Source: an optimization exercise on an open RTL-to-GDS flow (aim: small area, a short achievable clock period and few clock cycles per item). Production flows keep margins and buffers that such runs may drop.
Where RTL was checked, it was by simulation tests only, not by an equivalence proof against the original.
Power is estimated from default activity; no workload was simulated.

==> build 41: inputs <==
==> flow/design.v (excerpt) <==
module fft_computer(
input        i_clk,
input        i_rst_n,
input        i_data_valid,
input [31:0] i_data,
output       o_data_ready,
output       o_data_valid,
output [31:0]o_data,
input        i_data_ready
);
localparam MW = 92;      
wire        acc, win, ld;
wire [31:0] tap, head, sum;
wire [MW-1:0] m_d;
reg  [31:0]   x;         
reg           v1, w1;
reg  [MW-1:0] m;         
reg           v2, w2;
reg  [31:0]   out_r;
output_ctrl ctrl (
    .i_clk(i_clk),
    .i_rst_n(i_rst_n),
    .i_data_valid(i_data_valid),
    .o_data_ready(o_data_ready),
    .o_acc(acc),
    .o_win(win),
    .o_ld(ld),
    .o_data_valid(o_data_valid),
    .i_data_ready(i_data_ready),
    .i_wr_sum(v2 & w2)
);
power_tree_a tree_a (
    .x(x),
    .p0((v1 & ~w1) ? 32'd0 : tap),
    .m(m_d)
);
power_tree_b tree_b (
    .m(m),
    .p(sum)
);
output_fifo store (
    .i_clk(i_clk),
    .i_wr_data(sum),
    .o_tap_pre(tap),
    .o_head(head)
);
always @(posedge i_clk)
begin
    x  <= acc ? i_data : 32'd0;
    w1 <= win;
    m  <= m_d;
    w2 <= w1;
    if(ld)
        out_r <= head;
end
always @(posedge i_clk)
begin
    if(!i_rst_n)
    begin
        v1 <= 1'b0;
        v2 <= 1'b0;
    end
    else
    begin
        v1 <= acc;
        v2 <= v1;
    end
end
assign o_data = out_r;
endmodule
==> module output_fifo, before the edit <==
module output_fifo #(
  parameter NPOINTS = 64
)(
  input         i_clk,
  input  [31:0] i_wr_data,    
  output [31:0] o_tap_pre,    
  output [31:0] o_head        
);
reg [32*NPOINTS-1:0] sr;
assign o_tap_pre = sr[32*(NPOINTS-1)-1 -: 32];
assign o_head    = sr[31:0];
always @(posedge i_clk)
    sr <= {sr[32*(NPOINTS-1)-1:0], i_wr_data};
endmodule
==> module fft_computer, before the edit <==
module fft_computer(
input        i_clk,
input        i_rst_n,
input        i_data_valid,
input [31:0] i_data,
output       o_data_ready,
output       o_data_valid,
output [31:0]o_data,
input        i_data_ready
);
localparam MW = 92;      
wire        acc, win, ld;
wire [31:0] tap, head, sum;
wire [MW-1:0] m_d;
reg  [31:0]   x;         
reg           v1, w1;
reg  [MW-1:0] m;         
reg           v2, w2;
reg  [31:0]   out_r;
output_ctrl ctrl (
    .i_clk(i_clk),
    .i_rst_n(i_rst_n),
    .i_data_valid(i_data_valid),
    .o_data_ready(o_data_ready),
    .o_acc(acc),
    .o_win(win),
    .o_ld(ld),
    .o_data_valid(o_data_valid),
    .i_data_ready(i_data_ready),
    .i_wr_sum(v2 & w2)
);
power_tree_a tree_a (
    .x(x),
    .p0((v1 & ~w1) ? 32'd0 : tap),
    .m(m_d)
);
power_tree_b tree_b (
    .m(m),
    .p(sum)
);
output_fifo store (
    .i_clk(i_clk),
    .i_wr_data(sum),
    .o_tap_pre(tap),
    .o_head(head)
);
always @(posedge i_clk)
begin
    x  <= acc ? i_data : 32'd0;
    w1 <= win;
    m  <= m_d;
    w2 <= w1;
    if(ld)
        out_r <= head;
end
always @(posedge i_clk)
begin
    if(!i_rst_n)
    begin
        v1 <= 1'b0;
        v2 <= 1'b0;
    end
    else
    begin
        v1 <= acc;
        v2 <= v1;
    end
end
assign o_data = out_r;
endmodule
Settings: LEC_CHECK=0, CAP_MARGIN=20, CORE_MARGIN=2, CORE_UTILIZATION=45, CTS_BUF_LIST=sky130_fd_sc_hd__clkbuf_16, CTS_CLUSTER_DIAMETER=70, CTS_CLUSTER_SIZE=32, SLEW_MARGIN=20, SYNTH_MEMORY_MAX_BITS=65536; clock period 10.0 ns.
standard.sh (not shown) runs the stock make flow with config.mk's settings and CLKGATE_MAP_FILE= SYNTH_SCRIPT=/design/flow/synth_recipe.tcl, a recipe that flattens the netlist after the stock synthesis.
==> flow/flow/run.sh <==
#!/bin/bash
# The standard layout (standard.sh) at the same clock period, with
# timing repair aimed at a setup slack of SETUP_SLACK_MARGIN ns instead of 0
# and the port buffers started as buf_2 (repair may resize them).
set -euo pipefail
bash standard.sh SETUP_SLACK_MARGIN=7.0 "BUFFER_PORTS_ARGS=-buffer_cell sky130_fd_sc_hd__buf_2" finish > make.log 2>&1
==> trial 25 (differences from build 41) <==
--- a/flow/design.v
+++ b/flow/design.v
@@ -3,5 +3,6 @@
 )(
   input         i_clk,
-  input  [31:0] i_wr_data,    
+  input         i_wr,         
+  input  [31:0] i_wr_data,
   output [31:0] o_tap_pre,    
   output [31:0] o_head        
@@ -11,5 +12,5 @@
 assign o_head    = sr[31:0];
 always @(posedge i_clk)
-    sr <= {sr[32*(NPOINTS-1)-1:0], i_wr_data};
+    sr <= {sr[32*(NPOINTS-1)-1:0], i_wr ? i_wr_data : sr[32*NPOINTS-1 -: 32]};
 endmodule
 module power_tree_a(
@@ -892,5 +893,5 @@
 power_tree_a tree_a (
     .x(x),
-    .p0((v1 & ~w1) ? 32'd0 : tap),
+    .p0(w1 ? tap : 32'd0),
     .m(m_d)
 );
@@ -901,4 +902,5 @@
 output_fifo store (
     .i_clk(i_clk),
+    .i_wr(v2),
     .i_wr_data(sum),
     .o_tap_pre(tap),
@@ -907,5 +909,5 @@
 always @(posedge i_clk)
 begin
-    x  <= acc ? i_data : 32'd0;
+    x  <= i_data;
     w1 <= win;
     m  <= m_d;
==> flow/flow/run.sh (replaced) <==
#!/bin/bash
# The standard layout (standard.sh), with timing repair aimed at a
# setup slack of SETUP_SLACK_MARGIN ns instead of 0 at the same clock period.
set -euo pipefail
bash standard.sh SETUP_SLACK_MARGIN=6.0 finish > make.log 2>&1
--- a/flow/config.mk
+++ b/flow/config.mk
@@ -9,7 +9,7 @@
 export CORE_MARGIN = 2
 export CORE_UTILIZATION = 45
-export CTS_BUF_LIST = sky130_fd_sc_hd__clkbuf_16
-export CTS_CLUSTER_DIAMETER = 70
-export CTS_CLUSTER_SIZE = 32
+export CTS_BUF_LIST = sky130_fd_sc_hd__clkbuf_8
+export CTS_CLUSTER_DIAMETER = 60
+export CTS_CLUSTER_SIZE = 18
 export SLEW_MARGIN = 20
 export SYNTH_MEMORY_MAX_BITS = 65536
==> tab_implementation.tex <==
\begin{tabular}{lr}
\hline
Metric & Value \\
\hline
\multicolumn{2}{l}{\textbf{Run status}} \\
Outcome & finished clean \\
\multicolumn{2}{l}{\textbf{Placed design}} \\
RePlAce Congestion & 0.791 \\
\multicolumn{2}{l}{\textbf{Power}} \\
Register share of total power & between 60\% and 70\% \\
Clk network pwr share & between 20\% and 30\% \\
\multicolumn{2}{l}{\textbf{Yosys}} \\
Fraction of synthesized cell area taken by the top area cell type & about four fifths \\
\hline
\end{tabular}
The numbers above come from build 41.

==> tab_implementation.tex <==
\begin{tabular}{lr}
\hline
Metric & Value \\
\hline
\multicolumn{2}{l}{\textbf{Final layout}} \\
Regs by FF count & store.sr (2048), m (92) \\
\multicolumn{2}{l}{\textbf{Run status}} \\
Outcome & finished clean \\
\multicolumn{2}{l}{\textbf{Yosys}} \\
Fraction of synthesized cell area taken by the top area cell type & 79.3\% \\
Most frequently used cell type in the post-synthesis netlist & sky130\_fd\_sc\_hd\_\_dfxtp\_1 \\
\multicolumn{2}{l}{\textbf{Placed design}} \\
Placed cell count & just over 5000 \\
RePlAce Congestion & about 0.78 \\
\multicolumn{2}{l}{\textbf{Power}} \\
Clk network pwr share & approximately a quarter \\
Register share of total power & a little under two thirds \\
\multicolumn{2}{l}{\textbf{Hold path}} \\
Hold Path Cell Cnt & 0 \\
\multicolumn{2}{l}{\textbf{Floorplanning}} \\
DIE AREA & about 130000 um\^{}2 \\
\hline
\end{tabular}
The numbers above come from trial 25.

Testbench counts of build 41, summed over its fixed seeds: cycles 8,224, items 4,096.
For trial 25, only the layout was checked, not whether the RTL still works.

[re-timing with driven ports]
Ports are ideal in the flow. The routed layouts listed here were re-timed in OpenROAD.
Step 1 (the two cells are an assumption about what drives the block):
set clk [get_ports {i_clk}]
set_driving_cell -lib_cell sky130_fd_sc_hd__clkbuf_16 $clk
set_driving_cell -lib_cell sky130_fd_sc_hd__buf_2 [delete_from_list [all_inputs] $clk]
Step 2 adds t to the input delays and takes it off the output delays; t is the mean of the earliest and latest rising clock arrival at the registers after step 1. Input paths then give back, and output paths get back, about the clock's delay inside the block.
Three values: ideal, step 1, step 2; two values: the first two.
run	t, ns	setup WS [ns]	hold WS [ns]	worst slew at a driven data input, ns
build 41	0.752	6.680 / 6.614 / 6.411	0.305 / 0.305 / 0.305	0.06
trial 25	0.938	6.168 / 6.102 / 5.713	0.307 / 0.307 / 0.307	0.11
After both steps setup and hold are still met in every run listed. The setup slack of trial 25, which loses most, moves by -0.066 ns with the drivers and by -0.455 ns with both steps.
